This design comes from an exercise in tuning for small area and a short achievable clock period on the open sky130 flow, not from production work.
No functional check of the RTL was part of this run.
No activity file was given, so power comes from the tool's default toggle rates.

==> flow/design.v <==
module CPU(
	input logic clk,
	input logic [15:0] inM,
	input logic [15:0] instruction,
	input logic reset,
	output logic [15:0] outM,
	output logic writeM,
	output logic [14:0] addressM,
	output logic [14:0] pc
);
	logic [15:0] A, D;
	logic [14:0] PC;
	wire c  = instruction[15];
	wire am = instruction[12];
	wire zx = instruction[11];
	wire nx = instruction[10];
	wire zy = instruction[9];
	wire ny = instruction[8];
	wire f  = instruction[7];
	wire no = instruction[6];
	wire nxo = nx ^ no;
	wire nyo = ny ^ no;
	wire kn1 = ~(f | no);
	wire kd = ~zx;
	wire kA = ~am & ~zy;
	wire kM = am & ~zy;
	wire cinn = ~(f & no);
	logic dn0;
	logic xa0;
	logic x0;
	logic ymn0;
	logic ya0;
	logic y0;
	logic gn0;
	logic gfn0;
	logic pn0;
	logic q0;
	logic dn1;
	logic xa1;
	logic x1;
	logic ymn1;
	logic ya1;
	logic y1;
	logic gn1;
	logic gfn1;
	logic pn1;
	logic q1;
	logic dn2;
	logic xa2;
	logic x2;
	logic ymn2;
	logic ya2;
	logic y2;
	logic gn2;
	logic gfn2;
	logic pn2;
	logic q2;
	logic dn3;
	logic xa3;
	logic x3;
	logic ymn3;
	logic ya3;
	logic y3;
	logic gn3;
	logic gfn3;
	logic pn3;
	logic q3;
	logic dn4;
	logic xa4;
	logic x4;
	logic ymn4;
	logic ya4;
	logic y4;
	logic gn4;
	logic gfn4;
	logic pn4;
	logic q4;
	logic dn5;
	logic xa5;
	logic x5;
	logic ymn5;
	logic ya5;
	logic y5;
	logic gn5;
	logic gfn5;
	logic pn5;
	logic q5;
	logic dn6;
	logic xa6;
	logic x6;
	logic ymn6;
	logic ya6;
	logic y6;
	logic gn6;
	logic gfn6;
	logic pn6;
	logic q6;
	logic dn7;
	logic xa7;
	logic x7;
	logic ymn7;
	logic ya7;
	logic y7;
	logic gn7;
	logic gfn7;
	logic pn7;
	logic q7;
	logic dn8;
	logic xa8;
	logic x8;
	logic ymn8;
	logic ya8;
	logic y8;
	logic gn8;
	logic gfn8;
	logic pn8;
	logic q8;
	logic dn9;
	logic xa9;
	logic x9;
	logic ymn9;
	logic ya9;
	logic y9;
	logic gn9;
	logic gfn9;
	logic pn9;
	logic q9;
	logic dn10;
	logic xa10;
	logic x10;
	logic ymn10;
	logic ya10;
	logic y10;
	logic gn10;
	logic gfn10;
	logic pn10;
	logic q10;
	logic dn11;
	logic xa11;
	logic x11;
	logic ymn11;
	logic ya11;
	logic y11;
	logic gn11;
	logic gfn11;
	logic pn11;
	logic q11;
	logic dn12;
	logic xa12;
	logic x12;
	logic ymn12;
	logic ya12;
	logic y12;
	logic gn12;
	logic gfn12;
	logic pn12;
	logic q12;
	logic dn13;
	logic xa13;
	logic x13;
	logic ymn13;
	logic ya13;
	logic y13;
	logic gn13;
	logic gfn13;
	logic pn13;
	logic q13;
	logic dn14;
	logic xa14;
	logic x14;
	logic ymn14;
	logic ya14;
	logic y14;
	logic gn14;
	logic gfn14;
	logic pn14;
	logic q14;
	logic dn15;
	logic xa15;
	logic x15;
	logic ymn15;
	logic ya15;
	logic y15;
	logic gn15;
	logic gfn15;
	logic pn15;
	logic q15;
	logic G0;
	logic G1;
	logic P1;
	logic G2;
	logic P2;
	logic G3;
	logic P3;
	logic G4;
	logic P4;
	logic G5;
	logic P5;
	logic G6;
	logic P6;
	logic G7;
	logic P7;
	logic G8;
	logic P8;
	logic G9;
	logic P9;
	logic G10;
	logic P10;
	logic G11;
	logic P11;
	logic G12;
	logic P12;
	logic G13;
	logic P13;
	logic G14;
	logic P14;
	logic iv0;
	logic G15;
	logic G16;
	logic G17;
	logic P17;
	logic G18;
	logic P18;
	logic G19;
	logic P19;
	logic G20;
	logic P20;
	logic G21;
	logic P21;
	logic G22;
	logic P22;
	logic G23;
	logic P23;
	logic G24;
	logic P24;
	logic G25;
	logic P25;
	logic G26;
	logic P26;
	logic G27;
	logic P27;
	logic G28;
	logic P28;
	logic G29;
	logic iv1;
	logic G30;
	logic G31;
	logic G32;
	logic G33;
	logic P33;
	logic G34;
	logic P34;
	logic G35;
	logic P35;
	logic G36;
	logic P36;
	logic G37;
	logic P37;
	logic G38;
	logic P38;
	logic G39;
	logic P39;
	logic G40;
	logic P40;
	logic G41;
	logic G42;
	logic iv2;
	logic G43;
	logic iv3;
	logic G44;
	logic G45;
	logic G46;
	logic G47;
	logic G48;
	hk_and2 u_xa0 (D[0], kd, xa0);
	hk_xor2 u_x0 (xa0, nxo, x0);
	hk_aoi22 u_ymn0 (A[0], kA, inM[0], kM, ymn0);
	hk_xnor2 u_y0 (ymn0, nyo, y0);
	hk_nand2 u_gn0 (x0, y0, gn0);
	hk_nand3 u_gfn0 (x0, y0, f, gfn0);
	hk_xnor2 u_pn0 (x0, y0, pn0);
	hk_o22ai u_q0 (pn0, kn1, gn0, f, q0);
	hk_and2 u_xa1 (D[1], kd, xa1);
	hk_xor2 u_x1 (xa1, nxo, x1);
	hk_aoi22 u_ymn1 (A[1], kA, inM[1], kM, ymn1);
	hk_xnor2 u_y1 (ymn1, nyo, y1);
	hk_nand2 u_gn1 (x1, y1, gn1);
	hk_nand3 u_gfn1 (x1, y1, f, gfn1);
	hk_xnor2 u_pn1 (x1, y1, pn1);
	hk_o22ai u_q1 (pn1, kn1, gn1, f, q1);
	hk_and2 u_xa2 (D[2], kd, xa2);
	hk_xor2 u_x2 (xa2, nxo, x2);
	hk_aoi22 u_ymn2 (A[2], kA, inM[2], kM, ymn2);
	hk_xnor2 u_y2 (ymn2, nyo, y2);
	hk_nand2 u_gn2 (x2, y2, gn2);
	hk_nand3 u_gfn2 (x2, y2, f, gfn2);
	hk_xnor2 u_pn2 (x2, y2, pn2);
	hk_o22ai u_q2 (pn2, kn1, gn2, f, q2);
	hk_and2 u_xa3 (D[3], kd, xa3);
	hk_xor2 u_x3 (xa3, nxo, x3);
	hk_aoi22 u_ymn3 (A[3], kA, inM[3], kM, ymn3);
	hk_xnor2 u_y3 (ymn3, nyo, y3);
	hk_nand2 u_gn3 (x3, y3, gn3);
	hk_nand3 u_gfn3 (x3, y3, f, gfn3);
	hk_xnor2 u_pn3 (x3, y3, pn3);
	hk_o22ai u_q3 (pn3, kn1, gn3, f, q3);
	hk_and2 u_xa4 (D[4], kd, xa4);
	hk_xor2 u_x4 (xa4, nxo, x4);
	hk_aoi22 u_ymn4 (A[4], kA, inM[4], kM, ymn4);
	hk_xnor2 u_y4 (ymn4, nyo, y4);
	hk_nand2 u_gn4 (x4, y4, gn4);
	hk_nand3 u_gfn4 (x4, y4, f, gfn4);
	hk_xnor2 u_pn4 (x4, y4, pn4);
	hk_o22ai u_q4 (pn4, kn1, gn4, f, q4);
	hk_and2 u_xa5 (D[5], kd, xa5);
	hk_xor2 u_x5 (xa5, nxo, x5);
	hk_aoi22 u_ymn5 (A[5], kA, inM[5], kM, ymn5);
	hk_xnor2 u_y5 (ymn5, nyo, y5);
	hk_nand2 u_gn5 (x5, y5, gn5);
	hk_nand3 u_gfn5 (x5, y5, f, gfn5);
	hk_xnor2 u_pn5 (x5, y5, pn5);
	hk_o22ai u_q5 (pn5, kn1, gn5, f, q5);
	hk_and2 u_xa6 (D[6], kd, xa6);
	hk_xor2 u_x6 (xa6, nxo, x6);
	hk_aoi22 u_ymn6 (A[6], kA, inM[6], kM, ymn6);
	hk_xnor2 u_y6 (ymn6, nyo, y6);
	hk_nand2 u_gn6 (x6, y6, gn6);
	hk_nand3 u_gfn6 (x6, y6, f, gfn6);
	hk_xnor2 u_pn6 (x6, y6, pn6);
	hk_o22ai u_q6 (pn6, kn1, gn6, f, q6);
	hk_and2 u_xa7 (D[7], kd, xa7);
	hk_xor2 u_x7 (xa7, nxo, x7);
	hk_aoi22 u_ymn7 (A[7], kA, inM[7], kM, ymn7);
	hk_xnor2 u_y7 (ymn7, nyo, y7);
	hk_nand2 u_gn7 (x7, y7, gn7);
	hk_nand3 u_gfn7 (x7, y7, f, gfn7);
	hk_xnor2 u_pn7 (x7, y7, pn7);
	hk_o22ai u_q7 (pn7, kn1, gn7, f, q7);
	hk_and2 u_xa8 (D[8], kd, xa8);
	hk_xor2 u_x8 (xa8, nxo, x8);
	hk_aoi22 u_ymn8 (A[8], kA, inM[8], kM, ymn8);
	hk_xnor2 u_y8 (ymn8, nyo, y8);
	hk_nand2 u_gn8 (x8, y8, gn8);
	hk_nand3 u_gfn8 (x8, y8, f, gfn8);
	hk_xnor2 u_pn8 (x8, y8, pn8);
	hk_o22ai u_q8 (pn8, kn1, gn8, f, q8);
	hk_and2 u_xa9 (D[9], kd, xa9);
	hk_xor2 u_x9 (xa9, nxo, x9);
	hk_aoi22 u_ymn9 (A[9], kA, inM[9], kM, ymn9);
	hk_xnor2 u_y9 (ymn9, nyo, y9);
	hk_nand2 u_gn9 (x9, y9, gn9);
	hk_nand3 u_gfn9 (x9, y9, f, gfn9);
	hk_xnor2 u_pn9 (x9, y9, pn9);
	hk_o22ai u_q9 (pn9, kn1, gn9, f, q9);
	hk_and2 u_xa10 (D[10], kd, xa10);
	hk_xor2 u_x10 (xa10, nxo, x10);
	hk_aoi22 u_ymn10 (A[10], kA, inM[10], kM, ymn10);
	hk_xnor2 u_y10 (ymn10, nyo, y10);
	hk_nand2 u_gn10 (x10, y10, gn10);
	hk_nand3 u_gfn10 (x10, y10, f, gfn10);
	hk_xnor2 u_pn10 (x10, y10, pn10);
	hk_o22ai u_q10 (pn10, kn1, gn10, f, q10);
	hk_and2 u_xa11 (D[11], kd, xa11);
	hk_xor2 u_x11 (xa11, nxo, x11);
	hk_aoi22 u_ymn11 (A[11], kA, inM[11], kM, ymn11);
	hk_xnor2 u_y11 (ymn11, nyo, y11);
	hk_nand2 u_gn11 (x11, y11, gn11);
	hk_nand3 u_gfn11 (x11, y11, f, gfn11);
	hk_xnor2 u_pn11 (x11, y11, pn11);
	hk_o22ai u_q11 (pn11, kn1, gn11, f, q11);
	hk_and2 u_xa12 (D[12], kd, xa12);
	hk_xor2 u_x12 (xa12, nxo, x12);
	hk_aoi22 u_ymn12 (A[12], kA, inM[12], kM, ymn12);
	hk_xnor2 u_y12 (ymn12, nyo, y12);
	hk_nand2 u_gn12 (x12, y12, gn12);
	hk_nand3 u_gfn12 (x12, y12, f, gfn12);
	hk_xnor2 u_pn12 (x12, y12, pn12);
	hk_o22ai u_q12 (pn12, kn1, gn12, f, q12);
	hk_and2 u_xa13 (D[13], kd, xa13);
	hk_xor2 u_x13 (xa13, nxo, x13);
	hk_aoi22 u_ymn13 (A[13], kA, inM[13], kM, ymn13);
	hk_xnor2 u_y13 (ymn13, nyo, y13);
	hk_nand2 u_gn13 (x13, y13, gn13);
	hk_nand3 u_gfn13 (x13, y13, f, gfn13);
	hk_xnor2 u_pn13 (x13, y13, pn13);
	hk_o22ai u_q13 (pn13, kn1, gn13, f, q13);
	hk_and2 u_xa14 (D[14], kd, xa14);
	hk_xor2 u_x14 (xa14, nxo, x14);
	hk_aoi22 u_ymn14 (A[14], kA, inM[14], kM, ymn14);
	hk_xnor2 u_y14 (ymn14, nyo, y14);
	hk_nand2 u_gn14 (x14, y14, gn14);
	hk_nand3 u_gfn14 (x14, y14, f, gfn14);
	hk_xnor2 u_pn14 (x14, y14, pn14);
	hk_o22ai u_q14 (pn14, kn1, gn14, f, q14);
	hk_and2 u_xa15 (D[15], kd, xa15);
	hk_xor2 u_x15 (xa15, nxo, x15);
	hk_aoi22 u_ymn15 (A[15], kA, inM[15], kM, ymn15);
	hk_xnor2 u_y15 (ymn15, nyo, y15);
	hk_nand2 u_gn15 (x15, y15, gn15);
	hk_nand3 u_gfn15 (x15, y15, f, gfn15);
	hk_xnor2 u_pn15 (x15, y15, pn15);
	hk_o22ai u_q15 (pn15, kn1, gn15, f, q15);
	hk_oai21 u_G0 (pn0, cinn, gfn0, G0);
	hk_oai21 u_G1 (pn1, gfn0, gfn1, G1);
	hk_nor2 u_P1 (pn1, pn0, P1);
	hk_oai21 u_G2 (pn2, gfn1, gfn2, G2);
	hk_nor2 u_P2 (pn2, pn1, P2);
	hk_oai21 u_G3 (pn3, gfn2, gfn3, G3);
	hk_nor2 u_P3 (pn3, pn2, P3);
	hk_oai21 u_G4 (pn4, gfn3, gfn4, G4);
	hk_nor2 u_P4 (pn4, pn3, P4);
	hk_oai21 u_G5 (pn5, gfn4, gfn5, G5);
	hk_nor2 u_P5 (pn5, pn4, P5);
	hk_oai21 u_G6 (pn6, gfn5, gfn6, G6);
	hk_nor2 u_P6 (pn6, pn5, P6);
	hk_oai21 u_G7 (pn7, gfn6, gfn7, G7);
	hk_nor2 u_P7 (pn7, pn6, P7);
	hk_oai21 u_G8 (pn8, gfn7, gfn8, G8);
	hk_nor2 u_P8 (pn8, pn7, P8);
	hk_oai21 u_G9 (pn9, gfn8, gfn9, G9);
	hk_nor2 u_P9 (pn9, pn8, P9);
	hk_oai21 u_G10 (pn10, gfn9, gfn10, G10);
	hk_nor2 u_P10 (pn10, pn9, P10);
	hk_oai21 u_G11 (pn11, gfn10, gfn11, G11);
	hk_nor2 u_P11 (pn11, pn10, P11);
	hk_oai21 u_G12 (pn12, gfn11, gfn12, G12);
	hk_nor2 u_P12 (pn12, pn11, P12);
	hk_oai21 u_G13 (pn13, gfn12, gfn13, G13);
	hk_nor2 u_P13 (pn13, pn12, P13);
	hk_oai21 u_G14 (pn14, gfn13, gfn14, G14);
	hk_nor2 u_P14 (pn14, pn13, P14);
	hk_inv u_iv0 (cinn, iv0);
	hk_aoi21 u_G15 (P1, iv0, G1, G15);
	hk_aoi21 u_G16 (P2, G0, G2, G16);
	hk_aoi21 u_G17 (P3, G1, G3, G17);
	hk_nand2 u_P17 (P3, P1, P17);
	hk_aoi21 u_G18 (P4, G2, G4, G18);
	hk_nand2 u_P18 (P4, P2, P18);
	hk_aoi21 u_G19 (P5, G3, G5, G19);
	hk_nand2 u_P19 (P5, P3, P19);
	hk_aoi21 u_G20 (P6, G4, G6, G20);
	hk_nand2 u_P20 (P6, P4, P20);
	hk_aoi21 u_G21 (P7, G5, G7, G21);
	hk_nand2 u_P21 (P7, P5, P21);
	hk_aoi21 u_G22 (P8, G6, G8, G22);
	hk_nand2 u_P22 (P8, P6, P22);
	hk_aoi21 u_G23 (P9, G7, G9, G23);
	hk_nand2 u_P23 (P9, P7, P23);
	hk_aoi21 u_G24 (P10, G8, G10, G24);
	hk_nand2 u_P24 (P10, P8, P24);
	hk_aoi21 u_G25 (P11, G9, G11, G25);
	hk_nand2 u_P25 (P11, P9, P25);
	hk_aoi21 u_G26 (P12, G10, G12, G26);
	hk_nand2 u_P26 (P12, P10, P26);
	hk_aoi21 u_G27 (P13, G11, G13, G27);
	hk_nand2 u_P27 (P13, P11, P27);
	hk_aoi21 u_G28 (P14, G12, G14, G28);
	hk_nand2 u_P28 (P14, P12, P28);
	hk_oai21 u_G29 (P17, cinn, G17, G29);
	hk_inv u_iv1 (G0, iv1);
	hk_oai21 u_G30 (P18, iv1, G18, G30);
	hk_oai21 u_G31 (P19, G15, G19, G31);
	hk_oai21 u_G32 (P20, G16, G20, G32);
	hk_oai21 u_G33 (P21, G17, G21, G33);
	hk_nor2 u_P33 (P21, P17, P33);
	hk_oai21 u_G34 (P22, G18, G22, G34);
	hk_nor2 u_P34 (P22, P18, P34);
	hk_oai21 u_G35 (P23, G19, G23, G35);
	hk_nor2 u_P35 (P23, P19, P35);
	hk_oai21 u_G36 (P24, G20, G24, G36);
	hk_nor2 u_P36 (P24, P20, P36);
	hk_oai21 u_G37 (P25, G21, G25, G37);
	hk_nor2 u_P37 (P25, P21, P37);
	hk_oai21 u_G38 (P26, G22, G26, G38);
	hk_nor2 u_P38 (P26, P22, P38);
	hk_oai21 u_G39 (P27, G23, G27, G39);
	hk_nor2 u_P39 (P27, P23, P39);
	hk_oai21 u_G40 (P28, G24, G28, G40);
	hk_nor2 u_P40 (P28, P24, P40);
	hk_aoi21 u_G41 (P33, iv0, G33, G41);
	hk_aoi21 u_G42 (P34, G0, G34, G42);
	hk_inv u_iv2 (G15, iv2);
	hk_aoi21 u_G43 (P35, iv2, G35, G43);
	hk_inv u_iv3 (G16, iv3);
	hk_aoi21 u_G44 (P36, iv3, G36, G44);
	hk_aoi21 u_G45 (P37, G29, G37, G45);
	hk_aoi21 u_G46 (P38, G30, G38, G46);
	hk_aoi21 u_G47 (P39, G31, G39, G47);
	hk_aoi21 u_G48 (P40, G32, G40, G48);
	hk_xnor2 u_outM_0 (q0, cinn, outM[0]);
	hk_xor2 u_outM_1 (q1, G0, outM[1]);
	hk_xnor2 u_outM_2 (q2, G15, outM[2]);
	hk_xnor2 u_outM_3 (q3, G16, outM[3]);
	hk_xor2 u_outM_4 (q4, G29, outM[4]);
	hk_xor2 u_outM_5 (q5, G30, outM[5]);
	hk_xor2 u_outM_6 (q6, G31, outM[6]);
	hk_xor2 u_outM_7 (q7, G32, outM[7]);
	hk_xnor2 u_outM_8 (q8, G41, outM[8]);
	hk_xnor2 u_outM_9 (q9, G42, outM[9]);
	hk_xnor2 u_outM_10 (q10, G43, outM[10]);
	hk_xnor2 u_outM_11 (q11, G44, outM[11]);
	hk_xnor2 u_outM_12 (q12, G45, outM[12]);
	hk_xnor2 u_outM_13 (q13, G46, outM[13]);
	hk_xnor2 u_outM_14 (q14, G47, outM[14]);
	hk_xnor2 u_outM_15 (q15, G48, outM[15]);
	wire zr = (outM == 16'd0);
	wire ng = outM[15];
	wire jmp = c & ((instruction[2] & ng) | (instruction[1] & zr) | (instruction[0] & ~ng & ~zr));
	always_ff @(posedge clk) begin
		if (~c) A <= {1'b0, instruction[14:0]};
		else if (instruction[5]) A <= outM;
		if (c & instruction[4]) D <= outM;
		if (reset) PC <= 15'd0;
		else if (jmp) PC <= A[14:0];
		else PC <= PC + 15'd1;
	end
	assign writeM = c & instruction[3];
	assign addressM = A[14:0];
	assign pc = PC;
endmodule
module hk_inv(input logic a, output logic y);
	assign y = ~a;
endmodule
module hk_and2(input logic a, b, output logic y);
	assign y = a & b;
endmodule
module hk_nand2(input logic a, b, output logic y);
	assign y = ~(a & b);
endmodule
module hk_nor2(input logic a, b, output logic y);
	assign y = ~(a | b);
endmodule
module hk_nand3(input logic a, b, c, output logic y);
	assign y = ~(a & b & c);
endmodule
module hk_xor2(input logic a, b, output logic y);
	assign y = a ^ b;
endmodule
module hk_xnor2(input logic a, b, output logic y);
	assign y = ~(a ^ b);
endmodule
module hk_aoi22(input logic a1, a2, b1, b2, output logic y);
	assign y = ~((a1 & a2) | (b1 & b2));
endmodule
module hk_aoi21(input logic a1, a2, b, output logic y);
	assign y = ~((a1 & a2) | b);
endmodule
module hk_oai21(input logic a1, a2, b, output logic y);
	assign y = ~((a1 | a2) & b);
endmodule
module hk_o22ai(input logic a1, a2, b1, b2, output logic y);
	assign y = ~((a1 | a2) & (b1 | b2));
endmodule
==> flow/flow/run.sh <==
#!/bin/bash
# Layout flow: the standard ORFS flow (standard.sh) with two changes:
#  - synthesis maps the logic with the ABC script in flow/abc.script
#    (ORFS's synth.tcl otherwise unchanged; same -nofsm -noshare, flatten and renames)
#  - port buffers are sky130_fd_sc_hd__buf_1 instead of the default choice
set -euo pipefail
W=$PWD
sed "s#log_cmd abc {\*}\$abc_args#log_cmd abc {*}[lreplace \$abc_args 1 1 $W/flow/abc.script]#" \
  "$FLOW_HOME/scripts/synth.tcl" > "$W/synth_custom.tcl"
grep -q "flow/abc.script" "$W/synth_custom.tcl"
sed "s#\$::env(SCRIPTS_DIR)/synth.tcl#$W/synth_custom.tcl#" synth_recipe.tcl > "$W/synth_top.tcl"
grep -q "synth_custom.tcl" "$W/synth_top.tcl"
EXTRA=()
if [[ -f flow/make_args.txt ]]; then mapfile -t EXTRA < <(grep -v '^\s*$' flow/make_args.txt); fi
bash standard.sh SYNTH_SCRIPT="$W/synth_top.tcl" \
  "BUFFER_PORTS_ARGS=-buffer_cell sky130_fd_sc_hd__buf_1" "${EXTRA[@]}" finish > "$W/flow.log" 2>&1
==> flow/flow/abc.script <==
strash; dch; map -a; topo; stime -c
==> flow/flow/make_args.txt <==
SYNTH_KEEP_MODULES=hk_inv hk_and2 hk_nand2 hk_nor2 hk_nand3 hk_xor2 hk_xnor2 hk_aoi22 hk_aoi21 hk_oai21 hk_o22ai
CTS_ARGS=-sink_clustering_enable -repair_clock_nets -dont_use_dummy_load
CORE_UTILIZATION=55
PLACE_DENSITY=0.7
==> flow/standard.sh <==
#!/bin/bash
# synth_recipe.tcl (not shown) runs the flow's synth.tcl, then flattens the netlist and writes it again
# the make line also repeats each setting of config.mk as NAME=value (left out here)
make -C /OpenROAD-flow-scripts/flow DESIGN_CONFIG=/design/flow/config.mk WORK_HOME=/design/flow/orfs CLKGATE_MAP_FILE= SYNTH_SCRIPT=/design/flow/synth_recipe.tcl "${@:-finish}"
==> flow/config.mk <==
export PLATFORM = sky130hd
export DESIGN_NAME = CPU
export DESIGN_NICKNAME = CPU
export VERILOG_FILES = /design/flow/design.v
export SDC_FILE = /design/flow/constraint.sdc
export NUM_CORES = 4
export LEC_CHECK = 0
export CAP_MARGIN = 20
export CORE_MARGIN = 2
export CORE_UTILIZATION = 40
export SETUP_SLACK_MARGIN = 4.5
export SLEW_MARGIN = 20
==> flow/constraint.sdc <==
create_clock -name core_clock -period 12.5 [get_ports {clk}]
set_input_delay 2.5000 -clock core_clock [delete_from_list [all_inputs] [get_ports {clk}]]
set_output_delay 2.5000 -clock core_clock [all_outputs]
set_load 0.01 [all_outputs]
==> flow_summary.yaml <==
grt:
  grt_pass1_vias: 2951
  grt_max_degree: 35
  grt_first_pass_wirelength_um: 14410
  globalRouteOverflowTotal: 0
  grt_antenna_before_repair: 0
  total_global_route_track_usage: 0.2567
clock_network:
  clock-sinks: 47
  cts_clock_pin_slew_for_the_worst_setup_and_hold_paths_ns: 0.09
  cts-root-to-sink-buffers: 2
  tritoncts_clock_tree: "yes"
  ctsRootBufferMaster: "clkbuf_8"
  h-tree-depth: 2
  worstSkewPairLatency_ns: 0.31
  numCtsBuffers: 5
  ctsHoldBuffers: 0
final_layout:
  nFillCells: 574
  drive_above_1_share: 0.07480
  layout-area-overhead-vs-synth_pct: 13.88
  num-nets-final: 545
  antenna_cells: 0
power:
  power.share.combinational: 0.557
  leakage_nw: 1.344
  p_int_w: 0.0004031
  vdd_ir_drop_max_v: 0.00009791
  power.share.switching: 0.4704
  clkPwrFrac: 0.111
  p_seq_frac: 0.332
  total_switching_power_w: 0.0003581
  pwr_density_cell_nw_per_um2: 192.6
placement:
  buffer_ports.inserted: 80
  globalplace.congestion: 0.9350
  post-dp-hpwl_um: 7012
synth:
  synth_top_area_frac: 0.2682
  post_synth_and_or_nand_nor_area_fraction: 0.1889
  synthesis.area_um2: 3471
  postSynth.asyncResetShare: 0
  synth_top_family_by_area: "XOR/XNOR gates"
  number_of_enable_type_register_cells_in_the_synthesized_netlist: 31
  postSynthAreaPerCell_um2: 8.109
  synth_commonest_cells: "nand2_1, o21ai_0, xnor2_1"
  netlist.top_cell.by_area: "edfxtp_1"
  most_common_cell_in_the_netlist: "nand2_1"
  synth_top_flop_cell: "edfxtp_1"
  synth_cell_types: 19
  post_synthesis_net_count: 463
  synthCells: 428
  ys_warn_count: 1
  synth_adder_area_share: 0.003605
  share_of_the_synthesized_area_in_compound_gates_ao_oa_aoi_oai: 0.1914
  multiplexer_area_fraction_after_synthesis: 0
  synth_xor_xnor_area_share: 0.1994
  synth_top_cells_by_area: "edfxtp_1, xnor2_1, dfxtp_1"
  synth.ff_latch_count: 47
  synth.yosys.seq_area_share: 0.3605
detailed_routing:
  post_drt_wl_per_cell_um: 15.75
  viasPerCell: 5.650
  drt_pass1_iterations: 5
  post-route-drc-count: 0
  vias: 3294
  drtAntennaViolNets: 0
  route.final.wire_length_um: 9185
  drtIter0Drc: 266
sta:
  rsz_0062_raised_after_global_routing: "false"
  period_share: 0.6158
  clock.fmax_ghz: 0.1299
  final_critical_delay_including_setup_and_external_delays_ns: 7.697
  maxSlewHeadroom: 0.4846
  final.setup_skew_ns: 0.02588
  hold_viol_final: 0
  slew_violations: 0
  whs_ns: 0.5360
  setup_total_negative_slack_ns: 0
  max_slew.worst_pin.slew_ns: 0.7712
  report.final.setup_viol: 0
run_status:
  result_of_the_run: "timing/DRC/antenna clean"
critical_path:
  critPathMaxStageDelay_ns: 0.37
  path_buf_inv: 3
  crit_arrival_ns: 5.20
  worst_ep_required_time_ns: 10.00
  most_used_cell_cp: "xnor2_1"
  worst-r2r-cell-count: 14
  critical_path_stages: 11
  biggest_fanout_along_the_worst_timing_path: 5
  timing_worst_setup_path_type: "in2out"
  end_kind: "primary output"
  critical_path.top_delay_family: "XOR/XNOR gates"
  crit_chain: "clkbuf_2 > xor2_4 > buf_4 > xnor2_1 > xnor2_1 > o21ai_0 > a21oi_1 > o21ai_0 > a21oi_1 > xnor2_1 > buf_1"
  start_kind: "primary input"
  cp_max_delay_cell: "xnor2_1"
worst_hold_path:
  min_path_cells: 1
  min_path_type: "reg2reg"
die:
  die_area_um2: 6962
  number_of_top_level_pins: 81
  initial_core_util: 0.5760
  fp-row-count: 28
  die_height_um: 83.44
  core_region_area_um2: 6026
  dieWidth_um: 83.44
job:
  drv.max_cap_violation_count: 0
[power groups by stage]
stage	clock network (W)	logic, W	registers (W)
after floorplan	0	0.000300	0.000255
after global placement	0	0.000407	0.000255
after detailed placement	0	0.000410	0.000257
after CTS	0.0000852	0.000416	0.000253
after global routing	0.0000918	0.000462	0.000257
final	0.0000844	0.000424	0.000252
[routing by layer]
metal / routed length, um / vias to the layer above / GRT usage
met5: 0 / - / 0
met4: 103 / 0 / 0.04545
met3: 574 / 12 / 0.03877
met2: 4442 / 116 / 0.4479
met1: 4064 / 1517 / 0.3423
li1: - / 1649 / -
[stage by stage]
step / setup slack, ns / power [W] / cells / instance area, um2 / utilization
6_report: 4.803 / 0.0007612 / 583 / 3953 / 0.6559
2_1_floorplan: 4.542 / 0.0005558 / 428 / 3471 / -
5_1_grt: 4.566 / 0.0008105 / 583 / 3953 / 0.6559
3_5_place_dp: 4.097 / 0.0006665 / 571 / 3790 / 0.6289
4_1_cts: 4.567 / 0.0007545 / 580 / 3919 / 0.6503
3_3_place_gp: 4.317 / 0.0006617 / 571 / 3790 / 0.6289
[Yosys stat by module (local to each module, per instance)]
module,cells inside,flip-flops and latches
hk_aoi21,1,0
hk_xnor2,1,0
CPU,198,47
hk_nor2,1,0
hk_oai21,1,0
hk_nand3,1,0
hk_and2,1,0
hk_xor2,1,0
hk_aoi22,1,0
hk_o22ai,1,0
hk_nand2,1,0
hk_inv,1,0
[placed cells by master, fill, tap and decap left out]
cell type / netlist / layout
nor2_4: 0 / 1
nand3_1: 23 / 23
edfxtp_1: 31 / 31
clkinv_1: 20 / 20
clkbuf_2: 0 / 1
o22ai_1: 16 / 16
xnor2_2: 0 / 1
o21ai_0: 49 / 48
o21ai_1: 0 / 1
a22oi_1: 16 / 16
and2_2: 16 / 16
nor4_1: 4 / 4
buf_4: 16 / 11
nor2_1: 30 / 28
dfxtp_1: 16 / 16
nand4_1: 3 / 3
clkbuf_8: 0 / 5
xor2_4: 0 / 2
buf_1: 0 / 79
nor3_1: 4 / 4
xor2_1: 33 / 31
xnor2_1: 46 / 45
ha_1: 1 / 1
nor2_2: 0 / 1
a21oi_1: 38 / 38
nand2_1: 65 / 65
o221ai_1: 1 / 1
[final cells by class]
cell class	count	area [um2]	share of cell area
clock buffers	5	68.82	0.01741
inverters	20	75.07	0.01899
multi-input cells	345	2079	0.5261
flip-flops and latches	47	1251	0.3166
well taps	75	93.84	0.02374
repair buffers	91	384.1	0.09718
[path summary, 6_finish.rpt]
check                                     from  endpoint  slack [ns]
worst min-delay path                     PC[0]     PC[0]        0.54
worst max register to register            A[1]     PC[0]        8.07
worst min register to register           PC[0]     PC[0]        0.54
worst max-delay path            instruction[6]  outM[14]        4.80
[cells by family after synthesis]
| kind of cell | count (synthesis) |
|---|---|
| AOI/OAI and AO/OA | 120 |
| adders and majority gates | 1 |
| and+or+nand+nor | 145 |
| buffers and inverters | 36 |
| DFF | 47 |
| xor gates and xnor gates | 79 |
[worst reg2reg max path, delay by kind of cell (launching register included)]
kind,cells,cell delay [ns]
compound gates,8,1.93
simple gates,3,1.22
xor+xnor,3,0.70
flops,1,0.43
[sequential cells by signal (all words and copies together) (netlist names)]
signal,count
D,16
PC,15
A,16
[timing repair]
action | CTS | global route
setup buffers | 4 | 3
pin swaps | 2 | 1
endpoints found under the setup margin | 12 | 5
resized for setup | 4 | 3

## static timing again, ports no longer ideal
In the flow no input, the clock included, has a driving cell. The finished layout below was timed again as built, in two steps.
Step 1, drivers: a clkbuf_16 drives clk and a buf_2 each remaining input, both assumed.
Step 2, shift: input delay + t, output delay - t, t = (earliest + latest rising clock arrival at the registers) / 2. This alone moves slack from input paths to output paths.
Three values: no drivers, after step 1, after step 2; two values: the first two.
shift t [ns]: 0.329
setup WS [ns]: 4.803 / 4.771 / 4.771
worst setup path after step 2: input to output
After both steps this run still meets setup and hold. For this run, drivers alone change the setup slack by -0.032 ns; drivers and shift together by -0.032 ns.
